What follows belongs to an exercise in optimizing a design on an open flow for small area, a short achievable clock period and few clock cycles; a production flow would make more cautious choices.
RTL that was checked went through simulation tests only; none was proved equivalent to the original.
For runs 4 to 7, only the layout was checked, not whether the RTL still works.
In every run shown here, the design's own scripts or RTL, not TritonCTS, make the clock network.
The flow treats the clock pin as an ideal source. Dropping or thinning the clock tree relies on that and would not hold on a real chip.
Power figures rest on the tool's default switching activity, not on a simulated workload.

## design.v

```verilog
`timescale 1ns / 1ps
module day3_part2_top( clk, rst, rom_addr, rom_data, sum, done );
    input clk;
    input rst;
    output [13:0] rom_addr;
    input [7:0] rom_data;
    output [31:0] sum;
    output done;
    reg        rst_q;       
    reg [13:0] addr;
    reg [6:0]  hi;          
    reg [7:0]  lo;          
    reg        pz;          
    reg        l1, l2, l3;  
    reg [52:1] seen1;
    reg [52:1] seen2;
    reg        keep1a;      
    reg        keep1b;      
    reg        keep2a;      
    reg        keep2b;      
    reg [5:0]  badge;
    reg        add;         
    reg        add2;        
    reg        c3;
    reg [5:0]  sum_lo;
    reg        carry;
    reg [11:0] sum_hi;
    reg        fin;         
    reg        fin2;
    reg        int_done;
    wire zero = hi[0] & lo[0];
    wire eol = zero & ~pz;                        
    wire last = eol & l3;                         
    wire [52:1] keep1 = {{26{keep1b}}, {26{keep1a}}};
    wire [52:1] keep2 = {{26{keep2b}}, {26{keep2a}}};
    reg [52:1] hit;
    integer i;
    always @(*)
        for (i = 1; i <= 52; i = i + 1)
            hit[i] = hi[i / 8] & lo[i % 8];
    reg [5:0] enc;
    always @(*) begin
        enc = 6'd0;
        for (i = 1; i <= 52; i = i + 1)
            if (seen1[i]) enc = enc | i[5:0];
    end
    assign rom_addr = addr;
    assign sum = {14'd0, sum_hi, sum_lo};
    assign done = int_done;
    always @(posedge clk) begin
        rst_q <= rst;
        addr <= rst_q ? 14'd0 : addr + 14'd1;
        for (i = 0; i < 7; i = i + 1)
            hi[i] <= (rom_data[5:3] == i);
        for (i = 0; i < 8; i = i + 1)
            lo[i] <= (rom_data[2:0] == i);
        pz <= zero;
        l1 <= ~rst_q & ((~l1 & ~l2 & ~l3) | (l1 & ~eol) | last);
        l2 <= ~rst_q & ((l2 & ~eol) | (l1 & eol));
        l3 <= ~rst_q & ((l3 & ~eol) | (l2 & eol));
        keep1a <= ~rst_q & ~(eol & (l2 | l3));
        keep1b <= ~rst_q & ~(eol & l2) & ~last;
        keep2a <= ~rst_q & ~last;
        keep2b <= ~rst_q & ~(eol & (l1 | l3));
        seen1 <= (seen1 & keep1) | (hit & ({52{l1}} | ({52{l3}} & seen2)));
        seen2 <= (seen2 & keep2) | (hit & {52{l2}} & seen1);
        badge <= enc;
        add <= ~rst_q & last & ~int_done;
        add2 <= ~rst_q & add;
        if (rst_q) begin
            sum_lo <= 6'd0;
            c3 <= 1'b0;
            carry <= 1'b0;
            sum_hi <= 12'd0;
        end else begin
            if (add)
                {c3, sum_lo[2:0]} <= {1'b0, sum_lo[2:0]} + {1'b0, badge[2:0]};
            if (add2)
                {carry, sum_lo[5:3]} <= {1'b0, sum_lo[5:3]} + {1'b0, badge[5:3]} + {3'd0, c3};
            else
                carry <= 1'b0;
            sum_hi <= sum_hi + {11'd0, carry};
        end
        fin <= ~rst_q & zero & pz & l1;
        fin2 <= ~rst_q & fin;
        int_done <= ~rst & ~rst_q & (int_done | fin2);
    end
endmodule
```

## flow/run.sh

```bash
#!/bin/bash
# The standard layout (standard.sh), except:
# - the clock tree is built by flow/mycts.tcl, run as ORFS's PRE_CTS_TCL hook,
#   which then skips clock_tree_synthesis: the clock port drives 4 root
#   inverters, each driving 2 leaf inverters, each driving an equal-count grid
#   cluster of flip-flops (two inversions: the flip-flops see the port clock);
# - the port buffers are buf_2 cells instead of delay cells;
# - setup repair does not insert buffers (unbuffer, sizeup, swap only).
# All tool output goes to standard.log and ORFS's own logs under orfs/logs.
set -euo pipefail
export PRE_CTS_TCL=$PWD/flow/mycts.tcl
export MYCTS_COLS=4
export MYCTS_ROWS=2
export MYCTS_ROOT=sky130_fd_sc_hd__inv_12
export MYCTS_LEAF=sky130_fd_sc_hd__inv_16
export MYCTS_OUTBUF=sky130_fd_sc_hd__buf_2
export MYCTS_INBUF=sky130_fd_sc_hd__buf_2
export SETUP_MOVE_SEQUENCE=unbuffer,sizeup,swap
# slow wide OR gates are left out of synthesis and repair; adders are plain
# gates for abc rather than full-adder cells
export DONT_USE_CELLS="sky130_fd_sc_hd__or4* sky130_fd_sc_hd__or3*"
export ADDER_MAP_FILE=
bash standard.sh > standard.log 2>&1
```

## standard.sh

```bash
#!/bin/bash
# synth_recipe.tcl (not shown) runs the flow's synth.tcl, then flattens the netlist and writes it again
# the make line also repeats each setting of config.mk as NAME=value (left out here)
make -C /OpenROAD-flow-scripts/flow DESIGN_CONFIG=/design/flow/config.mk WORK_HOME=/design/flow/orfs CLKGATE_MAP_FILE= SYNTH_SCRIPT=/design/flow/synth_recipe.tcl "${@:-finish}"
```

## constraint.sdc

```tcl
create_clock -name core_clock -period 4.0 [get_ports {clk}]
set_input_delay 0.8000 -clock core_clock [delete_from_list [all_inputs] [get_ports {clk}]]
set_output_delay 0.8000 -clock core_clock [all_outputs]
set_load 0.01 [all_outputs]
```

## flow/mycts.tcl

```tcl
set nleaf_cols [expr {[info exists ::env(MYCTS_COLS)] ? $::env(MYCTS_COLS) : 2}]
set nleaf_rows [expr {[info exists ::env(MYCTS_ROWS)] ? $::env(MYCTS_ROWS) : 4}]
set root_master_name [expr {[info exists ::env(MYCTS_ROOT)] ? $::env(MYCTS_ROOT) : "sky130_fd_sc_hd__clkbuf_16"}]
set leaf_master_name [expr {[info exists ::env(MYCTS_LEAF)] ? $::env(MYCTS_LEAF) : "sky130_fd_sc_hd__clkbuf_16"}]

set db [ord::get_db]
set block [ord::get_db_block]
set clk_net [$block findNet clk]
set leaf_master [$db findMaster $leaf_master_name]

# flip-flop clock pins on the clock net
set sinks {}
foreach it [$clk_net getITerms] {
  set inst [$it getInst]
  set loc [$inst getLocation]
  set m [$inst getMaster]
  set x [expr {[lindex $loc 0] + [$m getWidth] / 2}]
  set y [expr {[lindex $loc 1] + [$m getHeight] / 2}]
  lappend sinks [list $x $y $it]
}
set n [llength $sinks]
puts "mycts: $n clock sinks, $nleaf_cols x $nleaf_rows leaves"

# grid partition with equal counts: columns by x, then rows by y
set sinks [lsort -integer -index 0 $sinks]
set clusters {}
for {set c 0} {$c < $nleaf_cols} {incr c} {
  set lo [expr {($c * $n) / $nleaf_cols}]
  set hi [expr {(($c + 1) * $n) / $nleaf_cols - 1}]
  set col [lsort -integer -index 1 [lrange $sinks $lo $hi]]
  set m [llength $col]
  for {set r 0} {$r < $nleaf_rows} {incr r} {
    set lo2 [expr {($r * $m) / $nleaf_rows}]
    set hi2 [expr {(($r + 1) * $m) / $nleaf_rows - 1}]
    lappend clusters [lrange $col $lo2 $hi2]
  }
}

proc centroid {pts} {
  set sx 0; set sy 0
  foreach p $pts { set sx [expr {$sx + [lindex $p 0]}]; set sy [expr {$sy + [lindex $p 1]}] }
  set k [llength $pts]
  return [list [expr {$sx / $k}] [expr {$sy / $k}]]
}

proc place_at {inst x y} {
  set m [$inst getMaster]
  set x0 [expr {$x - [$m getWidth] / 2}]
  set y0 [expr {$y - [$m getHeight] / 2}]
  $inst setLocation [expr {int($x0)}] [expr {int($y0)}]
  $inst setPlacementStatus PLACED
}

set leaf_pos {}
foreach cl $clusters { lappend leaf_pos [centroid $cl] }
set root_nets {}
for {set c 0} {$c < $nleaf_cols} {incr c} {
  if {$root_master_name eq "none"} {
    lappend root_nets $clk_net
    continue
  }
  set rp [centroid [lrange $leaf_pos [expr {$c * $nleaf_rows}] [expr {($c + 1) * $nleaf_rows - 1}]]]
  set root [odb::dbInst_create $block [$db findMaster $root_master_name] "mycts_root_$c"]
  place_at $root [lindex $rp 0] [lindex $rp 1]
  set rnet [odb::dbNet_create $block "mycts_root_net_$c"]
  $rnet setSigType CLOCK
  [$root findITerm A] connect $clk_net
  [$root findITerm [expr {[$root findITerm X] ne "NULL" ? "X" : "Y"}]] connect $rnet
  lappend root_nets $rnet
}

set i 0
foreach cl $clusters pos $leaf_pos {
  set leaf [odb::dbInst_create $block $leaf_master "mycts_leaf_$i"]
  place_at $leaf [lindex $pos 0] [lindex $pos 1]
  set net [odb::dbNet_create $block "mycts_net_$i"]
  $net setSigType CLOCK
  [$leaf findITerm A] connect [lindex $root_nets [expr {$i / $nleaf_rows}]]
  [$leaf findITerm [expr {[$leaf findITerm X] ne "NULL" ? "X" : "Y"}]] connect $net
  foreach p $cl {
    set it [lindex $p 2]
    $it disconnect
    $it connect $net
  }
  puts "mycts: leaf $i at $pos drives [llength $cl] sinks"
  incr i
}
$clk_net setSigType CLOCK

set_propagated_clock [all_clocks]

# the tree is built: make the flow's CTS calls no-ops (repair_clock_inverters
# would clone the root inverters for each of their loads)
rename clock_tree_synthesis orig_clock_tree_synthesis
proc clock_tree_synthesis {args} { puts "mycts: clock_tree_synthesis skipped" }
rename repair_clock_inverters orig_repair_clock_inverters
proc repair_clock_inverters {args} { puts "mycts: repair_clock_inverters skipped" }

# Output ports: the flow's port buffers are slow delay cells; use buf_2.
if {[info exists ::env(MYCTS_OUTBUF)] && $::env(MYCTS_OUTBUF) ne ""} {
  foreach port [all_outputs] {
    set net [get_nets [get_full_name $port]]
    foreach pin [get_pins -of_objects $net -filter "direction == output"] {
      set inst [get_cells -of_objects $pin]
      set cell [get_property $inst ref_name]
      if {[string match "sky130_fd_sc_hd__*buf*" $cell] || [string match "sky130_fd_sc_hd__dly*" $cell]} {
        replace_cell [get_property $inst full_name] $::env(MYCTS_OUTBUF)
      }
    }
  }
}

# Input ports (but the clock): the flow's port buffers are slow delay cells.
if {[info exists ::env(MYCTS_INBUF)] && $::env(MYCTS_INBUF) ne ""} {
  foreach port [all_inputs] {
    set pname [get_full_name $port]
    if {$pname eq "clk"} { continue }
    set net [get_nets $pname]
    foreach pin [get_pins -of_objects $net -filter "direction == input"] {
      set inst [get_cells -of_objects $pin]
      set cell [get_property $inst ref_name]
      if {[string match "sky130_fd_sc_hd__*buf*" $cell] || [string match "sky130_fd_sc_hd__dly*" $cell]} {
        replace_cell [get_property $inst full_name] $::env(MYCTS_INBUF)
      }
    }
  }
}
```

## config.mk

```make
export PLATFORM = sky130hd
export DESIGN_NAME = day3_part2_top
export DESIGN_NICKNAME = day3_part2_top
export VERILOG_FILES = /design/flow/design.v
export SDC_FILE = /design/flow/constraint.sdc
export NUM_CORES = 4
export LEC_CHECK = 0
export ABC_CLOCK_PERIOD_IN_PS = 1500
export CAP_MARGIN = 20
export CORE_MARGIN = 2
export CORE_UTILIZATION = 40
export GPL_TIMING_DRIVEN = 0
export SETUP_SLACK_MARGIN = 2.5
export SLEW_MARGIN = 20
```

==> results_dict.tcl, run 1 <==
set metrics [dict create \
    cap_violations 0 \
    drt_iter0_drc 422 \
    yosysMostFrequentCell "dfxtp_1" \
    fin_tns_setup_ns 0 \
    endpoint_kind "flop" \
    internal_power_mw 2.005 \
    synth_cell_types 41 \
    combPwrFrac_pct 5.5 \
    nNetsFinal 747 \
    fmax_mhz 641.8 \
    grt_overflow 0 \
    clkSlewWorstSetupHoldPaths_ns 0.07 \
    rows 46 \
    fin_cells 951 \
    synth_edf_count 0 \
    hold_class "flop to flop" \
    routed_wl_microns 15800 \
    yosysTopAreaCellShare_pct 54.34 \
    grt_pass1_wl_microns 25440 \
    drtPass1Iterations 5 \
    antenna_found_initial 0 \
    fp.coreArea_sq_mm 0.01571 \
    status "complete, no violations" \
    required_ns 3.94 \
    swShare_pct 28.74 \
    die_x_microns 130.2 \
    seqCellArea_sq_mm 0.003497 \
    start_util_pct 40.56 \
    grt_max_degree 23 \
    grt_pass1_vias 4903 \
    dp.cells 939 \
    worstSetupPathType "flop to flop" \
    multiInputGateArea_sq_mm 0.002700 \
    avgSynthCellArea_sq_um 9.513 \
    seq_area_frac_synth_pct 54.34 \
    reg2reg_from "seen1[47]" \
    start_kind "flop" \
    yosys.area.top_type "dfxtp_1" \
    clkPwrFrac_pct 31.3 \
    leakage_nw 2.724 \
    globalplace.congestion 0.9074 \
    yosys_register_bits 173 \
    clkLatencyLatePin_ns 0.12 \
    synth_common_cells "173 x dfxtp_1, 114 x o21ai_0, 80 x nand2_1" \
    antenna_cells 0 \
    syn_area_sq_mm 0.006374 \
    die_area_sq_mm 0.01696 \
    p_switching_uw 808.4 \
    fillers 1505 \
    viasPerCell 5.483 \
    die_h_microns 130.2 \
    synth_ff_type "dfxtp_1" \
    p_per_area_mw_per_mm2 391.8 \
    syn-instance-count 670 \
    arrival_ns 1.50 \
    yosys_warnings 1 \
    rr_worst_depth 3 \
    grt_setup_unrepaired "yes" \
    vdd_drop_max_uv 317.3 \
    r2r_end "badge[3]" \
    ant_nets 0 \
    io_pins 57 \
    layout_min_cycle_time_ns 1.558 \
    critPathCapture "badge[3]" \
    relSlewSlack_pct 56.22 \
    hold_viol_final 0 \
    track_usage_pct 18.49 \
    port_buffers 40 \
    crit_start "seen1[47]" \
    async_reset_ff_share_pct 0 \
    finalSetupViolCount 0 \
    wl_per_cell_microns 16.61 \
    tightest_slew_ns 0.6567 \
    vias 5214 \
    drcViolationCount 0 \
    fin_crit_sh_pct 38.95 \
    clock_skew_ns 0.01084 \
    r2r_setup_slack_ns 2.44 \
    slew_violations 0 \
    ys_top_cells_by_area "dfxtp_1 54%, o21ai_0 9.0%, a32o_1 8.2%" \
    postCtsSetupRepairBufs 0 \
    hpwl_microns 11130 \
    cp_max_fo 4 \
    syn_to_final_growth_pct 12.66 \
    p_seq_share_pct 63.2 \
    drive_above_1_share_pct 17.01 \
]
==> stage by stage <==
stage	hold slack (ns)	instance area (sq um)	power [mW]	setup WS (ns)	utilization (%)
finish	0.4380	7181	2.813	2.442	45.70
detailed placement	0.4266	7097	1.974	2.162	45.17
global placement	0.4259	7097	1.970	2.174	45.17
floorplan	0.4138	6426	1.902	2.502	-
CTS	0.4425	7124	2.833	2.489	45.34
global route	0.4651	7181	2.934	2.442	45.70
==> registers in the layout, summed over array words and instances, names as in the netlist, 6 cells and up <==
signal / flops
sum_lo: 6
sum_hi: 12
seen2: 52
badge: 6
hi: 7
seen1: 52
lo: 8
addr: 14
==> layout make-up <==
type | count | area share, %
timing repair buffer | 40 | 2.788
sequential | 173 | 48.70
inverter | 18 | 3.450
tap | 216 | 3.764
multi-input combinational | 448 | 37.60
buffer | 56 | 3.694
==> critical path, stage by stage, from the launching register on <==
cell	delay (ns)
dfxtp_1	0.33
or4_1	0.57
nor2_1	0.26
nand4_1	0.21
==> routing by layer <==
layer / global-route usage (%) / part of all wire, % / wire (microns) / up-vias
li1: - / - / - / 2516
met1: 24.94 / 45 / 7057 / 2496
met2: 31.57 / 47 / 7493 / 163
met3: 1.517 / 5.0 / 789 / 39
met4: 5.882 / 2.9 / 457 / 0
met5: 0 / 0 / 0 / -
==> layout by cell type (no fill, tap or decap), types with 14 or more instances in the layout <==
master / count
nor2_1: 40
a32o_1: 52
buf_2: 56
o21ai_0: 114
conb_1: 14
dfxtp_1: 150
nand2_1: 80
nand4_1: 14
clkbuf_2: 16
xor2_1: 16
clkbuf_1: 22
dfxtp_2: 21
==> worst min path at each step <==
stage          start   end  depth (start not counted)  slack (ns)
6_report         fin  fin2                          1        0.44
5_1_grt          fin  fin2                          1        0.47
4_1_cts          fin  fin2                          1        0.44
3_5_place_dp     fin  fin2                          1        0.43
3_3_place_gp     fin  fin2                          1        0.43
2_1_floorplan    fin  fin2                          1        0.41
==> logic make-up after synthesis <==
group / share of synthesized area [%]
flops: 54.34
mux: 0.6674
xor+xnor: 3.161
buf+inv: 4.711
compound gates: 19.08
other cells: 0.05884
simple gates: 17.51
fa+ha+maj: 0.4712
==> timing repair <==
action,CTS,global route
pin swaps,7,11
resized for setup,26,35
setup endpoints to repair,123,46
hold buffers,0,0
==> power by group through the flow <==
stage / clock network, mW / logic, mW / registers [mW]
floorplan: 0 / 0.0952 / 1.81
global placement: 0 / 0.158 / 1.81
detailed placement: 0 / 0.161 / 1.81
CTS: 0.906 / 0.150 / 1.78
global route: 0.985 / 0.169 / 1.78
finish: 0.881 / 0.155 / 1.78
Testbench counts, summed over its fixed seeds: cycles 164,595.
==> run 2: changes to the inputs <==
--- a/config.mk
+++ b/config.mk
@@ -8,7 +8,6 @@
 export ABC_CLOCK_PERIOD_IN_PS = 1500
 export CAP_MARGIN = 20
 export CORE_MARGIN = 2
-export CORE_UTILIZATION = 40
-export GPL_TIMING_DRIVEN = 0
+export CORE_UTILIZATION = 55
 export SETUP_SLACK_MARGIN = 2.5
 export SLEW_MARGIN = 20
==> run 2 against run 1 <==
  * Power shrank 0.54%
  * Global-route usage grew 4.1 points
  * Area after synthesis is the same
  * Highest routed layer unchanged
  * Critical path type unchanged
  * Via count shrank 4.7%
  * Still clean on timing, DRC and antenna
  * Combinational power shrank 29%
  * Wire length shrank 10%
==> results_dict.tcl, run 2 <==
set metrics [dict create \
    status "complete, no violations" \
    syn_area_sq_mm 0.006374 \
    hold_class "flop to flop" \
    fin_cells 824 \
    relSlewSlack_pct 30.25 \
    placed_area_sq_mm 0.006743 \
    combPwrFrac_pct 3.9 \
    r2r_setup_slack_ns 2.49 \
    required_ns 3.96 \
    antenna_found_initial 0 \
    grt_use_met3_pct 1.143 \
    track_usage_pct 22.62 \
    slew_violations 0 \
    whs_path_depth 1 \
    drcViolationCount 0 \
    arrival_ns 1.47 \
    grt_overflow 0 \
    p_seq_share_pct 64.5 \
    p_per_area_mw_per_mm2 407.4 \
    dp.cells 812 \
    grt_pass1_vias 4715 \
    wl_per_cell_microns 17.20 \
    clock_skew_ns 0.008124 \
    seq_area_frac_synth_pct 54.34 \
    internal_power_mw 1.998 \
    io_pins 57 \
    critPathMaxStageDelay_ns 0.59 \
    grt_setup_unrepaired "yes" \
    critical-path-top-delay-family "simple AND/OR/NAND/NOR gates" \
    tightest_slew_ns 1.045 \
    crit_chain "or4_1 > nor2_1 > nand4_1" \
    finalSetupViolCount 0 \
    cap_violations 0 \
    vdd_drop_max_uv 323.7 \
    nNetsFinal 693 \
    die_x_microns 111.7 \
    port_buffers 40 \
    fp.coreArea_sq_mm 0.01137 \
    start_kind "flop" \
    drtPass1Iterations 5 \
    critPathBufInv 0 \
    largestRegisters "seen1 x52, seen2 x52, addr x14" \
    top_usage_layer "met2" \
    whs_ns 0.4383 \
    design_area_sq_mm 0.006868 \
    grt_pass1_wl_microns 24030 \
    dp_slack_ns 2.156 \
    met2_usage_pct 38.46 \
    rr_worst_depth 3 \
    power.total_mw 2.798 \
    hold_buffers 0 \
    fin_tns_setup_ns 0 \
    fmax_mhz 662.8 \
    async_reset_ff_share_pct 0 \
    hpwl_microns 9324 \
    synth_cell_types 41 \
    cp.depth 3 \
    clkPwrFrac_pct 31.5 \
    yosys.area.top_type "dfxtp_1" \
    endpoint_kind "flop" \
    worstSetupPathType "flop to flop" \
    grtUsageMet1_pct 32.45 \
    swShare_pct 28.59 \
    p_switching_uw 800.1 \
    syn-instance-count 670 \
    crit_slowest_cell "or4_1" \
    globalplace.congestion 0.8182 \
    die_area_sq_mm 0.01247 \
    yosysMostFrequentCell "dfxtp_1" \
    start_util_pct 56.06 \
    layout_min_cycle_time_ns 1.509 \
    hold_viol_final 0 \
    yosys_register_bits 173 \
    antenna_cells 0 \
    viasPerCell 6.033 \
    avgSynthCellArea_sq_um 9.513 \
    leakage_nw 2.550 \
    ant_nets 0 \
    cp_max_fo 4 \
    mostFrequentLayoutCell "dfxtp_1" \
    yosysTopAreaCellShare_pct 54.34 \
    grt_max_degree 58 \
    drt_iter0_drc 462 \
    clkSlewWorstSetupHoldPaths_ns 0.07 \
    routed_wl_microns 14180 \
    clkLatencyLatePin_ns 0.12 \
    synth_edf_count 0 \
    rows 39 \
    vias 4971 \
    ys_top_cells_by_area "dfxtp_1 54%, o21ai_0 9.0%, a32o_1 8.2%" \
    setup_ws_ns 2.491 \
    final_util_pct 60.41 \
    synth_common_cells "173 x dfxtp_1, 114 x o21ai_0, 80 x nand2_1" \
    final_cell_mix "149 x dfxtp_1, 113 x o21ai_0, 74 x nand2_1, 52 x a32o_1, 40 x buf_2" \
    fin_crit_sh_pct 37.72 \
    drive_above_1_share_pct 14.39 \
    synth_ff_type "dfxtp_1" \
    yosys_warnings 1 \
    syn_to_final_growth_pct 7.754 \
    die_h_microns 111.7 \
]
run 2: cell families after synthesis:
kind of cell | share of synthesized area, %
and+or+nand+nor | 17.51
buffers and inverters | 4.711
adders and majority gates | 0.4712
DFF | 54.34
xor gates and xnor gates | 3.161
other | 0.05884
AOI/OAI and AO/OA | 19.08
muxes | 0.6674
run 2: what timing repair did:
action	CTS	global route
pin swaps	2	8
resized for setup	17	30
setup buffers	0	0
setup endpoints to repair	76	69
gates cloned	0	0
hold endpoints to repair	0	0
run 2: power by group through the flow:
stage	registers (mW)	logic, mW	clock network, mW
2_1_floorplan	1.81	0.0952	0
3_3_place_gp	1.84	0.106	0
3_5_place_dp	1.84	0.108	0
4_1_cts	1.81	0.102	0.909
5_1_grt	1.81	0.123	0.975
6_report	1.81	0.110	0.882
run 2: path summary, 6_finish.rpt:
check	start	end
worst max-delay path	seen1[47]	badge[3]
worst min-delay path	fin	fin2
worst max register to register	seen1[47]	badge[3]
worst min register to register	fin	fin2
run 2: per-layer routing:
| metal | wire [microns] | vias up |
|---|---|---|
| met5 | 0 | - |
| met4 | 327 | 0 |
| met3 | 657 | 23 |
| met2 | 6657 | 141 |
| met1 | 6534 | 2387 |
| li1 | - | 2420 |
run 2: cell type report:
| class | count | area [sq um] |
|---|---|---|
| Multi-Input combinational cell | 448 | 2706 |
| Sequential cell | 173 | 3503 |
| Tap cell | 143 | 178.9 |
| Fill cell | 1021 | 4502 |
| Timing Repair Buffer | 42 | 231.5 |
| Inverter | 18 | 247.7 |
==> run 3: changes to the inputs <==
--- a/flow/run.sh
+++ b/flow/run.sh
@@ -11,8 +11,8 @@
 export PRE_CTS_TCL=$PWD/flow/mycts.tcl
 export MYCTS_COLS=4
 export MYCTS_ROWS=2
-export MYCTS_ROOT=sky130_fd_sc_hd__inv_12
-export MYCTS_LEAF=sky130_fd_sc_hd__inv_16
+export MYCTS_ROOT=sky130_fd_sc_hd__inv_8
+export MYCTS_LEAF=sky130_fd_sc_hd__inv_12
 export MYCTS_OUTBUF=sky130_fd_sc_hd__buf_2
 export MYCTS_INBUF=sky130_fd_sc_hd__buf_2
 export SETUP_MOVE_SEQUENCE=unbuffer,sizeup,swap
--- a/config.mk
+++ b/config.mk
@@ -8,6 +8,6 @@
 export ABC_CLOCK_PERIOD_IN_PS = 1500
 export CAP_MARGIN = 20
 export CORE_MARGIN = 2
-export CORE_UTILIZATION = 55
+export CORE_UTILIZATION = 40
 export SETUP_SLACK_MARGIN = 2.5
 export SLEW_MARGIN = 20
==> run 3 against run 2 <==
  * Critical path depth stayed put
  * Wire length is 3.9% higher
  * Cell count rose by 8.9%
  * Sequential share of layout area down 0.19 points
  * Register-to-register slack about the same
  * Clock power shrank 13%
  * Largest cell class unchanged
  * Via count increased by 1.0%
  * Die area up 36%
  * Core utilization is 16 points lower
  * Hold slack improved by 0.011 ns
  * Critical path type unchanged
  * Highest routed layer unchanged
  * Design area increased by 0.51%
  * Sequential cell count unchanged
==> results_dict.tcl, run 3 <==
set metrics [dict create \
    status "complete, no violations" \
    final_cell_mix "147 x dfxtp_1, 114 x o21ai_0, 80 x nand2_1, 52 x a32o_1, 40 x buf_2" \
    largestRegisters "seen1 x52, seen2 x52, addr x14" \
    crit_slowest_cell "or4_1" \
    yosysMostFrequentCell "dfxtp_1" \
    clock_skew_ns 0.01339 \
    yosys.area.top_type "dfxtp_1" \
    crit_chain "or4_1 > nor4_1 > nand4_1" \
    syn_area_sq_mm 0.006374 \
    postCtsSetupRepairBufs 0 \
    hold_viol_final 0 \
    ys_top_cells_by_area "dfxtp_1 54%, o21ai_0 9.0%, a32o_1 8.2%" \
    ant_nets 0 \
    required_ns 3.95 \
    grt_max_degree 54 \
    tightest_slew_ns 1.094 \
    mostFrequentLayoutCell "dfxtp_1" \
    hold_class "flop to flop" \
    yosys_warnings 1 \
    fmax_mhz 663.7 \
    syn_to_final_growth_pct 8.304 \
    arrival_ns 1.46 \
    slew_violations 0 \
    grt_overflow 0 \
    syn-instance-count 670 \
    cp_max_fo 4 \
    wl_per_cell_microns 16.41 \
    yosysTopAreaCellShare_pct 54.34 \
    cap_violations 0 \
    routed_wl_microns 14720 \
    setup_ws_ns 2.493 \
    drt_iter0_drc 411 \
    start_kind "flop" \
    combPwrFrac_pct 4.1 \
    whs_ns 0.4498 \
    fp.coreArea_sq_mm 0.01571 \
    layout_min_cycle_time_ns 1.507 \
    whs_path_depth 1 \
    drive_above_1_share_pct 14.54 \
    globalplace.congestion 0.8090 \
    critPathBufInv 0 \
    r2r_setup_slack_ns 2.49 \
    vias 5022 \
    fin_tns_setup_ns 0 \
    grt_pass1_wl_microns 23470 \
    internal_power_mw 1.944 \
    reg2reg_from "seen1[11]" \
    critPathMaxStageDelay_ns 0.57 \
    worstSetupPathType "flop to flop" \
    grt_setup_unrepaired "yes" \
    worstHoldStart "fin" \
    clkLatencyLatePin_ns 0.13 \
    vdd_drop_max_uv 306.5 \
    critical-path-top-delay-family "simple AND/OR/NAND/NOR gates" \
    power.total_mw 2.684 \
    io_pins 57 \
    dp_slack_ns 2.150 \
    clkPwrFrac_pct 28.7 \
    die_area_sq_mm 0.01696 \
    fin_crit_sh_pct 37.67 \
    nNetsFinal 693 \
    finalSetupViolCount 0 \
    leakage_nw 2.519 \
    min_to "fin2" \
    p_seq_share_pct 67.2 \
    synth_edf_count 0 \
    final_util_pct 43.93 \
    grt_pass1_vias 4627 \
    antenna_found_initial 0 \
    drtPass1Iterations 5 \
    hpwl_microns 9732 \
    synth_common_cells "173 x dfxtp_1, 114 x o21ai_0, 80 x nand2_1" \
    r2r_end "badge[3]" \
    viasPerCell 5.599 \
    port_buffers 40 \
    crit_start "seen1[11]" \
    swShare_pct 27.60 \
    rows 46 \
    p_switching_uw 740.8 \
    avgSynthCellArea_sq_um 9.513 \
    relSlewSlack_pct 26.99 \
    fillers 1521 \
    seq_area_frac_synth_pct 54.34 \
    p_per_area_mw_per_mm2 388.9 \
    die_h_microns 130.2 \
    endpoint_kind "flop" \
    yosys_register_bits 173 \
    drcViolationCount 0 \
    start_util_pct 40.56 \
    rr_worst_depth 3 \
    clkSlewWorstSetupHoldPaths_ns 0.08 \
    track_usage_pct 16.87 \
    antenna_cells 0 \
    die_x_microns 130.2 \
    async_reset_ff_share_pct 0 \
    synth_ff_type "dfxtp_1" \
    synth_cell_types 41 \
]
## run 3: layer usage
layer	vias up	track usage (%)	routed length, microns
met1	2442	22.85	6498
met3	20	0.7380	687
met2	142	30.34	7264
met5	-	0	0
li1	2418	-	-
met4	0	2.973	272
## run 3: layout make-up
| cell class | instances | area, sq um | share of cell area (%) |
|---|---|---|---|
| repair buffers | 42 | 219.0 | 3.172 |
| flip-flops and latches | 173 | 3508 | 50.82 |
| well taps | 216 | 270.3 | 3.915 |
| multi-input cells | 448 | 2708 | 39.22 |
| inverters | 18 | 197.7 | 2.864 |
## run 3: worst max-delay path by stage
stage / endpoint / slack, ns / cells after the start
global route: addr[10] / 2.42 / 4
detailed placement: rom_addr[4] / 2.15 / 1
global placement: rom_addr[4] / 2.18 / 1
finish: badge[3] / 2.49 / 3
CTS: sum_lo[5] / 2.50 / 4
floorplan: addr[13] / 2.50 / 6
## run 3: logic make-up after synthesis
logic type | share of synthesized area [%]
simple gates | 17.51
compound gates | 19.08
flops | 54.34
buf+inv | 4.711
xor+xnor | 3.161
mux | 0.6674
fa+ha+maj | 0.4712
other cells | 0.05884
## run 3: power groups by stage
| stage | clock [mW] | combinational [mW] | sequential (mW) |
|---|---|---|---|
| floorplan | 0 | 0.0952 | 1.81 |
| global placement | 0 | 0.107 | 1.84 |
| detailed placement | 0 | 0.110 | 1.84 |
| CTS | 0.801 | 0.103 | 1.80 |
| global route | 0.856 | 0.121 | 1.81 |
| finish | 0.770 | 0.109 | 1.81 |
## run 3: what timing repair did
| action | CTS | global route |
|---|---|---|
| gates resized for setup | 24 | 20 |
| hold buffers | 0 | 0 |
| pin swaps | 5 | 10 |
| endpoints found under the setup margin | 30 | 22 |
## run 3: metrics by stage
stage / cell area [sq um] / instances
6_report: 6903 / 897
5_1_grt: 6903 / 897
4_1_cts: 6850 / 897
3_5_place_dp: 6834 / 885
3_3_place_gp: 6834 / 885
2_1_floorplan: 6426 / 683
==> run 4: changes to the inputs <==
--- a/design.v
+++ b/design.v
@@ -38,11 +38,14 @@
     always @(*)
         for (i = 1; i <= 52; i = i + 1)
             hit[i] = hi[i / 8] & lo[i % 8];
-    reg [5:0] enc;
+    wire found = l3 & (|(hit & seen2));
+    reg [5:0] value;
     always @(*) begin
-        enc = 6'd0;
-        for (i = 1; i <= 52; i = i + 1)
-            if (seen1[i]) enc = enc | i[5:0];
+        value = 6'd0;
+        for (i = 0; i < 7; i = i + 1)
+            if (hi[i]) value[5:3] = value[5:3] | i[2:0];
+        for (i = 0; i < 8; i = i + 1)
+            if (lo[i]) value[2:0] = value[2:0] | i[2:0];
     end
     assign rom_addr = addr;
     assign sum = {14'd0, sum_hi, sum_lo};
@@ -62,9 +65,10 @@
         keep1b <= ~rst_q & ~(eol & l2) & ~last;
         keep2a <= ~rst_q & ~last;
         keep2b <= ~rst_q & ~(eol & (l1 | l3));
-        seen1 <= (seen1 & keep1) | (hit & ({52{l1}} | ({52{l3}} & seen2)));
+        seen1 <= (seen1 & keep1) | (hit & {52{l1}});
         seen2 <= (seen2 & keep2) | (hit & {52{l2}} & seen1);
-        badge <= enc;
+        if (found)
+            badge <= value;
         add <= ~rst_q & last & ~int_done;
         add2 <= ~rst_q & add;
         if (rst_q) begin
--- a/flow/run.sh
+++ b/flow/run.sh
@@ -11,8 +11,8 @@
 export PRE_CTS_TCL=$PWD/flow/mycts.tcl
 export MYCTS_COLS=4
 export MYCTS_ROWS=2
-export MYCTS_ROOT=sky130_fd_sc_hd__inv_8
-export MYCTS_LEAF=sky130_fd_sc_hd__inv_12
+export MYCTS_ROOT=sky130_fd_sc_hd__inv_12
+export MYCTS_LEAF=sky130_fd_sc_hd__inv_16
 export MYCTS_OUTBUF=sky130_fd_sc_hd__buf_2
 export MYCTS_INBUF=sky130_fd_sc_hd__buf_2
 export SETUP_MOVE_SEQUENCE=unbuffer,sizeup,swap
==> run 4 against run 3 <==
  * Register-to-register slack worse by 0.32 ns
  * Die area fell by 1.2%
  * Sequential share of layout area increased by 0.87 points
  * Core utilization rose by 1.4 points
  * Cell count decreased by 11%
  * Global-route usage barely moved
  * Sequential power hardly changed
  * Clock power rose by 14%
  * Largest cell class unchanged
==> results_dict.tcl, run 4 <==
set metrics [dict create \
    status "complete, no violations" \
    grt_pass1_wl_microns 23350 \
    postCtsSetupRepairBufs 0 \
    port_buffers 40 \
    hold_class "flop to flop" \
    whs_path_depth 1 \
    fp.coreArea_sq_mm 0.01531 \
    antenna_cells 0 \
    antenna_found_initial 0 \
    arrival_ns 1.66 \
    ant_nets 0 \
    placed_area_sq_mm 0.006765 \
    hpwl_microns 9404 \
    leakage_nw 2.544 \
    yosysMostFrequentCell "dfxtp_1" \
    viasPerCell 5.796 \
    ys_top_cells_by_area "dfxtp_1 53%, a32o_1 9.1%, a22o_1 7.2%" \
    cp_max_fo 16 \
    synth_edf_count 6 \
    clkSlewWorstSetupHoldPaths_ns 0.07 \
    drcViolationCount 0 \
    yosys.area.top_type "dfxtp_1" \
    synth_common_cells "167 x dfxtp_1, 57 x a32o_1, 52 x a22o_1" \
    fillers 1428 \
    grt_max_degree 35 \
    wl_per_cell_microns 17.97 \
    r2r_end "badge[2]" \
    final_cell_mix "129 x dfxtp_1, 57 x a32o_1, 52 x a22o_1, 40 x buf_2, 31 x dfxtp_2" \
    rr_worst_depth 4 \
    design_area_sq_mm 0.006942 \
    yosys_register_bits 173 \
    setup_ws_ns 2.170 \
    p_seq_share_pct 65.9 \
    clkPwrFrac_pct 32.0 \
    die_x_microns 129.5 \
    vias 4631 \
    globalplace.congestion 0.7928 \
    die_area_sq_mm 0.01676 \
    drive_above_1_share_pct 19.56 \
    combPwrFrac_pct 2.1 \
    worstSetupPathType "flop to flop" \
    nNetsFinal 600 \
    grt_pass1_vias 4501 \
    drtPass1Iterations 5 \
    fmax_mhz 546.6 \
    yosysTopAreaCellShare_pct 53.09 \
    hold_buffers 0 \
    syn-instance-count 580 \
    reg2reg_from "hi[3]" \
    die_h_microns 129.5 \
    fin_crit_sh_pct 45.74 \
    slew_violations 0 \
    layout_min_cycle_time_ns 1.830 \
    yosys_warnings 1 \
    fin_tns_setup_ns 0 \
    min_to "fin2" \
    p_per_area_mw_per_mm2 396.8 \
    cap_violations 0 \
    worstHoldStart "fin" \
    drt_iter0_drc 389 \
    largestRegisters "seen1 x52, seen2 x52, addr x14" \
    start_util_pct 41.12 \
    vdd_drop_max_uv 282.2 \
    clkLatencyLatePin_ns 0.12 \
    clock_skew_ns 0.01484 \
    mostFrequentLayoutCell "dfxtp_1" \
    routed_wl_microns 14360 \
    io_pins 57 \
    finalSetupViolCount 0 \
    p_switching_uw 773.2 \
    track_usage_pct 16.88 \
    swShare_pct 28.07 \
    grt_setup_unrepaired "yes" \
    required_ns 3.84 \
    dp_slack_ns 1.857 \
    synth_cell_types 49 \
    async_reset_ff_share_pct 0 \
    endpoint_kind "flop" \
    internal_power_mw 1.981 \
    start_kind "flop" \
    r2r_setup_slack_ns 2.17 \
    grt_overflow 0 \
    syn_to_final_growth_pct 10.23 \
    syn_area_sq_mm 0.006297 \
    tightest_slew_ns 1.099 \
    avgSynthCellArea_sq_um 10.86 \
    rows 45 \
    seq_area_frac_synth_pct 55.95 \
    synth_ff_type "dfxtp_1" \
    hold_viol_final 0 \
    relSlewSlack_pct 26.63 \
]
==> run 4: cell count changes in the layout (fill, tap and decap cells not counted), sizes merged, moves of 8 or more <==
cell and change:
a22o +51, a22oi +14, and2 +8, nand2 -61, nand4 -8, nor2 -9
o21ai -102, or4 -9
==> run 4: kinds of logic (layout without fill, tap and decap cells) <==
group | Yosys count | in the layout | synth area share (%)
buffers and inverters | 74 | 69 | 5.464
other | 1 | 14 | 0.05955
AO/OA/AOI/OAI | 175 | 175 | 23.25
XOR/XNOR | 24 | 24 | 3.338
AND/OR/NAND/NOR | 131 | 131 | 11.62
adder cells (fa/ha/maj) | 2 | 2 | 0.3179
flip-flops | 173 | 173 | 55.95
==> run 4: stage by stage <==
stage / power (mW) / hold WS, ns / cells / utilization, %
2_1_floorplan: 1.883 / 0.4138 / 593 / -
3_3_place_gp: 1.912 / 0.4247 / 787 / 44.17
3_5_place_dp: 1.914 / 0.4295 / 787 / 44.17
4_1_cts: 2.780 / 0.4493 / 799 / 44.93
5_1_grt: 2.852 / 0.4605 / 799 / 45.33
6_report: 2.754 / 0.4404 / 799 / 45.33
==> run 4: worst max-delay path, cell delays in order, from the launching register on <==
cell and delay, ns:
dfxtp_4 0.41, a222oi_1 0.42, o22ai_1 0.17, a221oi_2 0.30
a41oi_4 0.24
==> run 4: worst max-delay path by stage <==
| stage | start | endpoint | slack [ns] | cells after the start |
|---|---|---|---|---|
| after detailed placement | hi[4] | badge[3] | 1.86 | 4 |
| after global routing | hi[3] | badge[2] | 2.13 | 4 |
| final | hi[3] | badge[2] | 2.17 | 4 |
| after CTS | hi[3] | badge[2] | 2.20 | 4 |
| after global placement | hi[4] | badge[5] | 1.86 | 4 |
| after floorplan | hi[4] | badge[0] | 2.44 | 5 |
==> run 4: cell type report <==
type	instances	area [sq um]	area share [%]
Inverter	25	274.0	3.947
Multi-Input combinational cell	346	2585	37.24
Sequential cell	173	3588	51.69
Tap cell	211	264.0	3.803
Timing Repair Buffer	44	230.2	3.317
==> run 4: what timing repair did <==
action,in CTS,in global routing
gates resized for setup,43,22
endpoints found under the setup margin,53,37
pin swaps,13,12
hold endpoints to repair,0,0
==> run 4: power by group through the flow <==
stage	clock network, mW	logic (mW)	registers, mW
floorplan	0	0.0797	1.80
global placement	0	0.0617	1.85
detailed placement	0	0.0633	1.85
CTS	0.906	0.0580	1.82
global route	0.966	0.0656	1.82
finish	0.880	0.0583	1.82
==> run 4: routing by layer <==
metal / vias up / global-route usage, % / part of all wire [%]
met5: - / 0 / 0
met3: 25 / 1.115 / 4.5
met2: 150 / 29.41 / 48
met4: 0 / 4.681 / 2.5
li1: 2162 / - / -
met1: 2294 / 22.76 / 45
==> run 5: changes to the inputs <==
--- a/design.v
+++ b/design.v
@@ -20,13 +20,10 @@
     reg        keep2b;      
     reg [5:0]  badge;
     reg        add;         
-    reg        add2;        
-    reg        c3;
     reg [5:0]  sum_lo;
     reg        carry;
     reg [11:0] sum_hi;
     reg        fin;         
-    reg        fin2;
     reg        int_done;
     wire zero = hi[0] & lo[0];
     wire eol = zero & ~pz;                        
@@ -38,14 +35,11 @@
     always @(*)
         for (i = 1; i <= 52; i = i + 1)
             hit[i] = hi[i / 8] & lo[i % 8];
-    wire found = l3 & (|(hit & seen2));
-    reg [5:0] value;
+    reg [5:0] enc;
     always @(*) begin
-        value = 6'd0;
-        for (i = 0; i < 7; i = i + 1)
-            if (hi[i]) value[5:3] = value[5:3] | i[2:0];
-        for (i = 0; i < 8; i = i + 1)
-            if (lo[i]) value[2:0] = value[2:0] | i[2:0];
+        enc = 6'd0;
+        for (i = 1; i <= 52; i = i + 1)
+            if (seen1[i]) enc = enc | i[5:0];
     end
     assign rom_addr = addr;
     assign sum = {14'd0, sum_hi, sum_lo};
@@ -65,28 +59,22 @@
         keep1b <= ~rst_q & ~(eol & l2) & ~last;
         keep2a <= ~rst_q & ~last;
         keep2b <= ~rst_q & ~(eol & (l1 | l3));
-        seen1 <= (seen1 & keep1) | (hit & {52{l1}});
+        seen1 <= (seen1 & keep1) | (hit & ({52{l1}} | ({52{l3}} & seen2)));
         seen2 <= (seen2 & keep2) | (hit & {52{l2}} & seen1);
-        if (found)
-            badge <= value;
+        badge <= enc;
         add <= ~rst_q & last & ~int_done;
-        add2 <= ~rst_q & add;
         if (rst_q) begin
             sum_lo <= 6'd0;
-            c3 <= 1'b0;
             carry <= 1'b0;
             sum_hi <= 12'd0;
         end else begin
             if (add)
-                {c3, sum_lo[2:0]} <= {1'b0, sum_lo[2:0]} + {1'b0, badge[2:0]};
-            if (add2)
-                {carry, sum_lo[5:3]} <= {1'b0, sum_lo[5:3]} + {1'b0, badge[5:3]} + {3'd0, c3};
+                {carry, sum_lo} <= {1'b0, sum_lo} + {1'b0, badge};
             else
                 carry <= 1'b0;
             sum_hi <= sum_hi + {11'd0, carry};
         end
         fin <= ~rst_q & zero & pz & l1;
-        fin2 <= ~rst_q & fin;
-        int_done <= ~rst & ~rst_q & (int_done | fin2);
+        int_done <= ~rst & ~rst_q & (int_done | fin);
     end
 endmodule
==> run 5 against run 4 <==
  * Still clean on timing, DRC and antenna
  * Combinational power is 68% higher
  * Core utilization decreased by 0.31 points
  * Global-route usage increased by 0.83 points
  * Critical path depth grew 1
  * Maximum frequency is 10% higher
  * Sequential power shrank 3%
  * Wire length increased by 4.2%
  * Sequential share of layout area is 1.2 points lower
  * Clock power is essentially flat
  * Critical path type unchanged
==> results_dict.tcl, run 5 <==
set metrics [dict create \
    status "complete, no violations" \
    hpwl_microns 9996 \
    syn_to_final_growth_pct 9.885 \
    nNetsFinal 680 \
    fin_cells 856 \
    leakage_nw 2.505 \
    placed_area_sq_mm 0.006696 \
    grt_overflow 0 \
    start_kind "flop" \
    drtPass1Iterations 5 \
    worstSetupPathType "flop to flop" \
    critical-path-top-delay-family "multiplexers" \
    port_buffers 40 \
    reg2reg_from "badge[1]" \
    hold_viol_final 0 \
    yosys_register_bits 170 \
    yosys_warnings 1 \
    synth_adder_area_share_pct 0.1808 \
    clkSlewWorstSetupHoldPaths_ns 0.07 \
    async_reset_ff_share_pct 0 \
    rr_worst_depth 5 \
    die_x_microns 128.8 \
    slew_violations 0 \
    r2r_end "sum_lo[5]" \
    yosys.area.top_type "dfxtp_1" \
    synth_ff_type "dfxtp_1" \
    ys_top_cells_by_area "dfxtp_1 55%, o21ai_0 9.0%, a32o_1 8.4%" \
    dp.cells 844 \
    synth_common_cells "170 x dfxtp_1, 112 x o21ai_0, 84 x nand2_1" \
    drcViolationCount 0 \
    fin_crit_sh_pct 41.52 \
    io_pins 57 \
    fp.coreArea_sq_mm 0.01520 \
    yosysTopAreaCellShare_pct 54.65 \
    fin_tns_setup_ns 0 \
    rows 45 \
    whs_path_depth 1 \
    seq_area_frac_synth_pct 54.65 \
    crit_chain "a22oi_2 > o31ai_2 > maj3_2 > mux2i_1 > mux2_2" \
    final_cell_mix "141 x dfxtp_1, 109 x o21ai_0, 78 x nand2_1, 52 x a32o_1, 41 x nor2_1" \
    wl_per_cell_microns 17.48 \
    critPathCapture "sum_lo[5]" \
    postCtsSetupRepairBufs 0 \
    setup_ws_ns 2.339 \
    grt_setup_unrepaired "yes" \
    viasPerCell 5.699 \
    tightest_slew_ns 1.111 \
    drt_iter0_drc 322 \
    post_synth_xor_area_fraction_pct 4.079 \
    antenna_found_initial 0 \
    synth_mux_area_share_pct 0.3416 \
    synth_cell_types 45 \
    largestRegisters "seen1 x52, seen2 x52, addr x14" \
    yosysMostFrequentCell "dfxtp_1" \
    required_ns 4.01 \
    cp_max_fo 4 \
    r2r_setup_slack_ns 2.34 \
    vias 4878 \
    grt_max_degree 58 \
    clkLatencyLatePin_ns 0.12 \
    routed_wl_microns 14970 \
    p_per_area_mw_per_mm2 401.2 \
    layout_min_cycle_time_ns 1.661 \
    crit_start "badge[1]" \
    critPathBufInv 0 \
    antenna_cells 0 \
    vdd_drop_max_uv 230.3 \
    ant_nets 0 \
    synth_compound_area_share_pct 19.57 \
    avgSynthCellArea_sq_um 9.507 \
    syn-instance-count 655 \
    die_h_microns 128.8 \
    drive_above_1_share_pct 16.92 \
    design_area_sq_mm 0.006843 \
    hold_class "flop to flop" \
    endpoint_kind "flop" \
    crit_slowest_cell "dfxtp_2" \
    track_usage_pct 17.72 \
    finalSetupViolCount 0 \
    relSlewSlack_pct 25.83 \
    globalplace.congestion 0.8228 \
    critPathMaxStageDelay_ns 0.36 \
    die_area_sq_mm 0.01658 \
    fmax_mhz 602.1 \
    dp_slack_ns 2.142 \
    synth_edf_count 0 \
    clock_skew_ns 0.009325 \
    arrival_ns 1.67 \
    grt_pass1_wl_microns 24290 \
    cp.depth 5 \
    grt_pass1_vias 4715 \
    synth_top_family_by_area "compound AO/OA/AOI/OAI gates" \
    syn_area_sq_mm 0.006227 \
    start_util_pct 40.96 \
    synthSimpleGateAreaFrac_pct 16.72 \
    mostFrequentLayoutCell "dfxtp_1" \
    cap_violations 0 \
]
-- run 5: how the worst min path moves through the flow --
| stage | endpoint | start | slack, ns |
|---|---|---|---|
| 5_1_grt | seen2[33] | seen2[33] | 0.47 |
| 6_report | add | int_done | 0.45 |
| 2_1_floorplan | seen2[52] | seen2[52] | 0.43 |
| 3_5_place_dp | seen2[33] | seen2[33] | 0.45 |
| 4_1_cts | seen2[18] | seen2[18] | 0.46 |
| 3_3_place_gp | seen2[47] | seen2[47] | 0.44 |
-- run 5: stage by stage --
stage               utilization (%)  total power [mW]  hold WS [ns]
finish                        45.01             2.745        0.4519
floorplan                         -             1.859        0.4338
detailed placement            44.05             1.901        0.4470
global route                  45.01             2.854        0.4733
global placement              44.05             1.897        0.4393
CTS                           44.54             2.770        0.4638
-- run 5: worst reg2reg max path, cell delays in order, from the launching register on --
cell     delay [ns]
dfxtp_2        0.36
a22oi_2        0.11
o31ai_2        0.25
maj3_2         0.28
mux2i_1        0.21
mux2_2         0.34
-- run 5: cell type report --
cell class                      instances  area, sq um
Sequential cell                       170         3455
Timing Repair Buffer                   42        227.7
Multi-Input combinational cell        439         2681
Tap cell                              188        235.2
Inverter                               17        244.0
Fill cell                            1485         8359
-- run 5: logic make-up after synthesis --
group,Yosys count
fa+ha+maj,1
flops,170
buf+inv,59
simple gates,209
xor+xnor,29
mux,2
other cells,1
compound gates,184
-- run 5: metal layers --
layer  GRT usage [%]  routed length, microns  share of wire, %  vias to the layer above
met5               0                       0                 0                        -
met4           3.517                     281               1.9                        0
met3           1.372                     772               5.2                       19
met2           31.06                    7176                48                      144
met1           24.12                    6737                45                     2369
li1                -                       -                 -                     2346
-- run 5: power by group --
group	switching (mW)	internal, mW	total [mW]
combinational	0.0629	0.0352	0.0981
sequential	0.0543	1.72	1.77
clock	0.672	0.204	0.877
-- run 5: repair_timing --
item | CTS | global route
pin swaps | 5 | 3
hold buffers | 0 | 0
gates resized for setup | 21 | 28
endpoints found under the setup margin | 77 | 67
==> run 6: changes to the inputs <==
--- a/design.v
+++ b/design.v
@@ -20,10 +20,13 @@
     reg        keep2b;      
     reg [5:0]  badge;
     reg        add;         
+    reg        add2;        
+    reg        c3;
     reg [5:0]  sum_lo;
     reg        carry;
     reg [11:0] sum_hi;
     reg        fin;         
+    reg        fin2;
     reg        int_done;
     wire zero = hi[0] & lo[0];
     wire eol = zero & ~pz;                        
@@ -41,12 +44,31 @@
         for (i = 1; i <= 52; i = i + 1)
             if (seen1[i]) enc = enc | i[5:0];
     end
+    reg [13:0] addr_up;         
+    reg [11:0] hi_up;           
+    always @(*) begin
+        for (i = 0; i < 14; i = i + 1)
+            addr_up[i] = (i == 0) ? 1'b1 : &(addr | ~((14'd1 << i) - 14'd1));
+        for (i = 0; i < 12; i = i + 1)
+            hi_up[i] = carry & ((i == 0) ? 1'b1 : &(sum_hi | ~((12'd1 << i) - 12'd1)));
+    end
+    function [3:0] add3(input [2:0] a, input [2:0] b, input ci);
+        reg c1, c2;
+        begin
+            c1 = (a[0] & b[0]) | (ci & (a[0] ^ b[0]));
+            c2 = (a[1] & b[1]) | (c1 & (a[1] ^ b[1]));
+            add3 = {(a[2] & b[2]) | (c2 & (a[2] ^ b[2])),
+                    a[2] ^ b[2] ^ c2, a[1] ^ b[1] ^ c1, a[0] ^ b[0] ^ ci};
+        end
+    endfunction
+    wire [3:0] add_lo = add3(sum_lo[2:0], badge[2:0] & {3{add}}, 1'b0);
+    wire [3:0] add_hi = add3(sum_lo[5:3], badge[5:3] & {3{add2}}, c3);
     assign rom_addr = addr;
     assign sum = {14'd0, sum_hi, sum_lo};
     assign done = int_done;
     always @(posedge clk) begin
         rst_q <= rst;
-        addr <= rst_q ? 14'd0 : addr + 14'd1;
+        addr <= rst_q ? 14'd0 : addr ^ addr_up;
         for (i = 0; i < 7; i = i + 1)
             hi[i] <= (rom_data[5:3] == i);
         for (i = 0; i < 8; i = i + 1)
@@ -63,18 +85,19 @@
         seen2 <= (seen2 & keep2) | (hit & {52{l2}} & seen1);
         badge <= enc;
         add <= ~rst_q & last & ~int_done;
+        add2 <= ~rst_q & add;
         if (rst_q) begin
             sum_lo <= 6'd0;
+            c3 <= 1'b0;
             carry <= 1'b0;
             sum_hi <= 12'd0;
         end else begin
-            if (add)
-                {carry, sum_lo} <= {1'b0, sum_lo} + {1'b0, badge};
-            else
-                carry <= 1'b0;
-            sum_hi <= sum_hi + {11'd0, carry};
+            {c3, sum_lo[2:0]} <= add_lo;
+            {carry, sum_lo[5:3]} <= add_hi;
+            sum_hi <= sum_hi ^ hi_up;
         end
         fin <= ~rst_q & zero & pz & l1;
-        int_done <= ~rst & ~rst_q & (int_done | fin);
+        fin2 <= ~rst_q & fin;
+        int_done <= ~rst & ~rst_q & (int_done | fin2);
     end
 endmodule
--- a/flow/run.sh
+++ b/flow/run.sh
@@ -11,13 +11,9 @@
 export PRE_CTS_TCL=$PWD/flow/mycts.tcl
 export MYCTS_COLS=4
 export MYCTS_ROWS=2
-export MYCTS_ROOT=sky130_fd_sc_hd__inv_12
-export MYCTS_LEAF=sky130_fd_sc_hd__inv_16
+export MYCTS_ROOT=sky130_fd_sc_hd__clkinv_16
+export MYCTS_LEAF=sky130_fd_sc_hd__clkinv_16
 export MYCTS_OUTBUF=sky130_fd_sc_hd__buf_2
 export MYCTS_INBUF=sky130_fd_sc_hd__buf_2
 export SETUP_MOVE_SEQUENCE=unbuffer,sizeup,swap
-# slow wide OR gates are left out of synthesis and repair; adders are plain
-# gates for abc rather than full-adder cells
-export DONT_USE_CELLS="sky130_fd_sc_hd__or4* sky130_fd_sc_hd__or3*"
-export ADDER_MAP_FILE=
 bash standard.sh > standard.log 2>&1
==> run 6 against run 5 <==
  * Highest routed layer unchanged
  * Sequential cell count grew 3
  * Via count up 1.1%
  * Critical path depth down 2
  * Combinational power fell by 9.4%
  * Clock skew grew 0.0017 ns
  * Power up 3.6%
  * Die area rose by 0.57%
  * Sequential power about the same
  * Cell count rose by 1.2%
==> results_dict.tcl, run 6 <==
set metrics [dict create \
    antenna_found_initial 0 \
    placed_area_sq_mm 0.006754 \
    viasPerCell 5.696 \
    critical-path-top-delay-family "simple AND/OR/NAND/NOR gates" \
    largestRegisters "seen1 x52, seen2 x52, addr x14" \
    grt_max_degree 58 \
    die_h_microns 129.1 \
    required_ns 4.09 \
    critPathMaxStageDelay_ns 0.69 \
    design_area_sq_mm 0.007147 \
    die_x_microns 129.1 \
    async_reset_ff_share_pct 0 \
    setup_ws_ns 2.286 \
    finalSetupViolCount 0 \
    internal_power_mw 2.021 \
    dp_slack_ns 2.218 \
    yosys_warnings 1 \
    worstSetupPathType "flop to flop" \
    nNetsFinal 678 \
    ys_top_cells_by_area "dfxtp_1 55%, o21ai_0 8.7%, a32o_1 8.3%" \
    grt_setup_unrepaired "yes" \
    endpoint_kind "flop" \
    hold_buffers 0 \
    synth_cell_types 34 \
    mostFrequentLayoutCell "dfxtp_1" \
    track_usage_pct 17.85 \
    hold_viol_final 0 \
    postCtsSetupRepairBufs 0 \
    combPwrFrac_pct 3.1 \
    yosysMostFrequentCell "dfxtp_1" \
    synth_common_cells "173 x dfxtp_1, 109 x o21ai_0, 72 x nand2_1" \
    die_area_sq_mm 0.01668 \
    dp.cells 854 \
    start_util_pct 41.05 \
    grt_overflow 0 \
    synth_edf_count 0 \
    yosys_register_bits 173 \
    p_seq_share_pct 63.1 \
    drive_above_1_share_pct 20.15 \
    hold_class "flop to flop" \
    syn-instance-count 644 \
    cp_max_fo 17 \
    seqCellArea_sq_mm 0.003513 \
    crit_slowest_cell "or4_4" \
    port_buffers 40 \
    slew_violations 0 \
    start_kind "flop" \
    multiInputGateArea_sq_mm 0.002736 \
    yosys.area.top_type "dfxtp_1" \
    critPathBufInv 0 \
    tightest_slew_ns 1.119 \
    clock_skew_ns 0.01103 \
    wl_per_cell_microns 17.39 \
    cap_violations 0 \
    drcViolationCount 0 \
    fmax_mhz 583.3 \
    synth_ff_type "dfxtp_1" \
    yosysTopAreaCellShare_pct 55.29 \
    hpwl_microns 9941 \
    status "complete, no violations" \
    crit_chain "nand4_1 > or4_4 > a21oi_2" \
    fin_crit_sh_pct 42.86 \
    p_switching_uw 821.7 \
    routed_wl_microns 15060 \
    avgSynthCellArea_sq_um 9.726 \
    final_cell_mix "139 x dfxtp_1, 109 x o21ai_0, 65 x nand2_1, 52 x a32o_1, 40 x buf_2" \
    clkLatencyLatePin_ns 0.15 \
    globalplace.congestion 0.8485 \
    syn_area_sq_mm 0.006264 \
    swShare_pct 28.90 \
    clkPwrFrac_pct 33.8 \
    fp.coreArea_sq_mm 0.01526 \
    relSlewSlack_pct 25.29 \
    vias 4933 \
    antenna_cells 0 \
    ant_nets 0 \
    vdd_drop_max_uv 321.6 \
    p_per_area_mw_per_mm2 397.8 \
    power.total_mw 2.843 \
    clkSlewWorstSetupHoldPaths_ns 0.05 \
    syn_to_final_growth_pct 14.10 \
    drt_iter0_drc 480 \
    layout_min_cycle_time_ns 1.714 \
    fin_tns_setup_ns 0 \
    rows 45 \
    fillers 1397 \
    io_pins 57 \
    grt_pass1_vias 4578 \
    whs_ns 0.4424 \
    seq_area_frac_synth_pct 55.29 \
    grt_pass1_wl_microns 24410 \
    arrival_ns 1.80 \
    final_util_pct 46.84 \
    drtPass1Iterations 5 \
    leakage_nw 2.551 \
    fin_cells 866 \
]
-- run 6: worst paths after layout --
check / start / endpoint / slack, ns / cells after the start
max: sum_hi[1] / sum_hi[6] / 2.29 / 3
min: addr[0] / addr[0] / 0.44 / 1
max reg2reg: sum_hi[1] / sum_hi[6] / 2.29 / 3
min reg2reg: addr[0] / addr[0] / 0.44 / 1
-- run 6: metal layers --
metal  wire length [microns]  share of wire (%)  up-vias  track usage [%]
li1                        -                  -     2308                -
met3                     664                4.4       29           0.7845
met1                    6737                 45     2434            25.25
met4                     512                3.4        0            5.946
met5                       0                  0        -                0
met2                    7142                 47      162            29.50
-- run 6: what timing repair did --
item / in CTS / in global routing
setup endpoints to repair: 95 / 80
resized for setup: 30 / 42
pin swaps: 19 / 12
-- run 6: cells by family (layout without fill, tap and decap cells) --
| family | Yosys count | in the layout | synth area share (%) |
|---|---|---|---|
| AND/OR/NAND/NOR | 196 | 196 | 16.18 |
| AO/OA/AOI/OAI | 185 | 185 | 19.24 |
| flip-flops | 173 | 173 | 55.29 |
| buffers and inverters | 68 | 66 | 4.914 |
| adder cells (fa/ha/maj) | 11 | 11 | 2.797 |
| XOR/XNOR | 6 | 6 | 0.8390 |
| multiplexers | 4 | 4 | 0.6792 |
| other | 1 | 14 | 0.05987 |
-- run 6: final cells by class --
type                       instances  share of cell area [%]
multi-input combinational        416                   38.29
timing repair buffer              42                   3.186
inverter                          24                   5.672
sequential                       173                   49.16
tap                              211                   3.694
-- run 6: power by group through the flow --
stage          Sequential (mW)  Clock (mW)  Combinational (mW)
2_1_floorplan             1.79           0              0.0818
3_3_place_gp              1.83           0              0.0822
3_5_place_dp              1.83           0              0.0846
4_1_cts                   1.79       0.995              0.0840
5_1_grt                   1.80        1.06              0.0993
6_report                  1.79       0.961              0.0889
==> run 7: changes to the inputs <==
--- a/flow/run.sh
+++ b/flow/run.sh
@@ -5,7 +5,7 @@
 #   inverters, each driving 2 leaf inverters, each driving an equal-count grid
 #   cluster of flip-flops (two inversions: the flip-flops see the port clock);
 # - the port buffers are buf_2 cells instead of delay cells;
-# - setup repair does not insert buffers (unbuffer, sizeup, swap only).
+
 # All tool output goes to standard.log and ORFS's own logs under orfs/logs.
 set -euo pipefail
 export PRE_CTS_TCL=$PWD/flow/mycts.tcl
@@ -15,5 +15,4 @@
 export MYCTS_LEAF=sky130_fd_sc_hd__clkinv_16
 export MYCTS_OUTBUF=sky130_fd_sc_hd__buf_2
 export MYCTS_INBUF=sky130_fd_sc_hd__buf_2
-export SETUP_MOVE_SEQUENCE=unbuffer,sizeup,swap
 bash standard.sh > standard.log 2>&1
==> run 7 against run 6 <==
  * Design area is 1.4% higher
  * First-iteration DRC count is 9.4% higher
  * Largest cell class unchanged
  * Combinational power is 0.9% higher
  * Via count is 0.87% higher
  * Sequential power hardly changed
  * Highest routed layer unchanged
  * Sequential cell count stayed put
  * Sequential share of layout area is 0.70 points lower
==> results_dict.tcl, run 7 <==
set metrics [dict create \
    endpoint_kind "flop" \
    synth_cell_types 34 \
    p_per_area_mw_per_mm2 392.3 \
    top_layer_used "met4" \
    fin_tns_setup_ns 0 \
    mostFrequentLayoutCell "dfxtp_1" \
    synth_ff_type "dfxtp_1" \
    clock_skew_ns 0.01078 \
    die_x_microns 129.1 \
    start_util_pct 41.05 \
    ant_nets 0 \
    yosysTopAreaCellShare_pct 55.29 \
    yosysMostFrequentCell "dfxtp_1" \
    seq_area_frac_synth_pct 55.29 \
    die_h_microns 129.1 \
    syn_to_final_growth_pct 15.70 \
    antenna_cells 0 \
    final_cell_mix "142 x dfxtp_1, 109 x o21ai_0, 65 x nand2_1, 52 x a32o_1, 40 x buf_2" \
    drtPass1Iterations 5 \
    final_util_pct 47.49 \
    vdd_drop_max_uv 320.8 \
    cap_violations 0 \
    hold_class "flop to flop" \
    io_pins 57 \
    avgSynthCellArea_sq_um 9.726 \
    wl_met1_microns 6813 \
    grt_pass1_wl_microns 24690 \
    routed_wl_microns 15410 \
    grt_max_degree 58 \
    antenna_found_initial 0 \
    fin_cells 881 \
    power.total_mw 2.843 \
    nNetsFinal 693 \
    yosys_register_bits 173 \
    ys_top_cells_by_area "dfxtp_1 55%, o21ai_0 8.7%, a32o_1 8.3%" \
    grt_overflow 0 \
    arrival_ns 1.70 \
    fmax_mhz 601.1 \
    slew_violations 0 \
    port_buffers 40 \
    yosys.area.top_type "dfxtp_1" \
    cp_max_fo 2 \
    globalplace.congestion 0.8485 \
    syn-instance-count 644 \
    drive_above_1_share_pct 20.75 \
    viasPerCell 5.648 \
    tightest_slew_ns 1.154 \
    synth_common_cells "173 x dfxtp_1, 109 x o21ai_0, 72 x nand2_1" \
    design_area_sq_mm 0.007247 \
    dp.cells 854 \
    grt_setup_unrepaired "yes" \
    vias 4976 \
    fin_crit_sh_pct 41.59 \
    start_kind "flop" \
    yosys_warnings 1 \
    clkSlewWorstSetupHoldPaths_ns 0.05 \
    wl_met2_microns 7438 \
    fp.coreArea_sq_mm 0.01526 \
    placed_area_sq_mm 0.006754 \
    syn_area_sq_mm 0.006264 \
    finalSetupViolCount 0 \
    track_usage_pct 18.05 \
    required_ns 4.03 \
    hold_viol_final 0 \
    clkLatencyLatePin_ns 0.15 \
    async_reset_ff_share_pct 0 \
    drcViolationCount 0 \
    status "complete, no violations" \
    rows 45 \
    synth_edf_count 0 \
    rr_worst_depth 7 \
    layout_min_cycle_time_ns 1.664 \
    hpwl_microns 9941 \
    die_area_sq_mm 0.01668 \
    dr_wl_met3_microns 652 \
    relSlewSlack_pct 22.98 \
    drt_iter0_drc 525 \
    leakage_nw 2.616 \
    grt_pass1_vias 4648 \
    largestRegisters "seen1 x52, seen2 x52, addr x14" \
    worstSetupPathType "flop to flop" \
    wl_per_cell_microns 17.49 \
    whs_path_depth 1 \
]
[run 7: final cells by class]
| cell class | instances | area [sq um] |
|---|---|---|
| flip-flops and latches | 173 | 3512 |
| fillers | 1386 | 8011 |
| multi-input cells | 417 | 2729 |
| well taps | 211 | 264.0 |
| repair buffers | 56 | 336.6 |
| inverters | 24 | 405.4 |
[run 7: kinds of logic after synthesis]
| family | synth area share [%] |
|---|---|
| other cells | 0.05987 |
| simple gates | 16.18 |
| buf+inv | 4.914 |
| fa+ha+maj | 2.797 |
| xor+xnor | 0.8390 |
| compound gates | 19.24 |
| mux | 0.6792 |
| flops | 55.29 |
[run 7: where the power goes]
part	internal [mW]	switching, mW	total (mW)
combinational	0.0333	0.0564	0.0897
clock	0.246	0.714	0.960
sequential	1.74	0.0507	1.79
[run 7: timing repair]
action | CTS | global route
pin swaps | 10 | 9
hold buffers | 0 | 0
resized for setup | 27 | 39
cloned | 0 | 1
setup buffers | 11 | 3
endpoints found under the hold margin | 0 | 0
endpoints found under the setup margin | 95 | 73
[run 7: path summary, 6_finish.rpt]
path	start	end	slack, ns
max	sum_lo[3]	sum_lo[5]	2.34
min reg2reg	fin	fin2	0.45
max reg2reg	sum_lo[3]	sum_lo[5]	2.34
min	fin	fin2	0.45
[run 7: metrics by stage]
| step | hold slack (ns) | setup WS [ns] |
|---|---|---|
| final | 0.4510 | 2.336 |
| after global routing | 0.4617 | 2.265 |
| after CTS | 0.4407 | 2.307 |
| after detailed placement | 0.4358 | 2.218 |
| after global placement | 0.4009 | 2.227 |
| after floorplan | 0.4138 | 2.365 |
[run 7: worst max-delay path, cell delays in order (launching register included)]
cell and delay, ns:
dfxtp_2 0.33, inv_2 0.04, fa_2 0.37, inv_2 0.06
fa_2 0.19, inv_2 0.04, fa_1 0.47, nor2_1 0.04
[run 7: layer usage]
| metal | GRT usage [%] | vias up |
|---|---|---|
| li1 | - | 2344 |
| met1 | 25.44 | 2459 |
| met2 | 30.00 | 144 |
| met3 | 0.7845 | 29 |
| met4 | 5.946 | 0 |
| met5 | 0 | - |

## re-timing with driven ports
The flow's constraints put no driver on any port. The routed layouts listed below were extracted and timed again, unchanged, in two steps. Step 1 assumes that a clkbuf_16 drives the clock port and a buf_2 every other input. Step 2 also shifts input and output timing later by t, the mid clock arrival at the registers, as if the neighbouring blocks saw the same clock. Three values: ideal ports, drivers, drivers and shift; two values: the first two.
run | shift t [ns] | slack for setup (ns) | worst data-port slew with drivers (ns)
run 1 | 0.270 | 2.442 / 2.366 / 2.441 | 0.03
run 2 | 0.267 | 2.491 / 2.352 / 2.492 | 0.03
run 3 | 0.247 | 2.493 / 2.407 / 2.493 | 0.03
run 4 | 0.266 | 2.170 / 2.170 / 2.170 | 0.03
run 5 | 0.268 | 2.339 / 2.339 / 2.339 | 0.03
run 6 | 0.339 | 2.286 / 2.285 / 2.285 | 0.03
run 7 | 0.339 | 2.336 / 2.302 / 2.336 | 0.03
After both steps setup and hold are still met in every run listed.
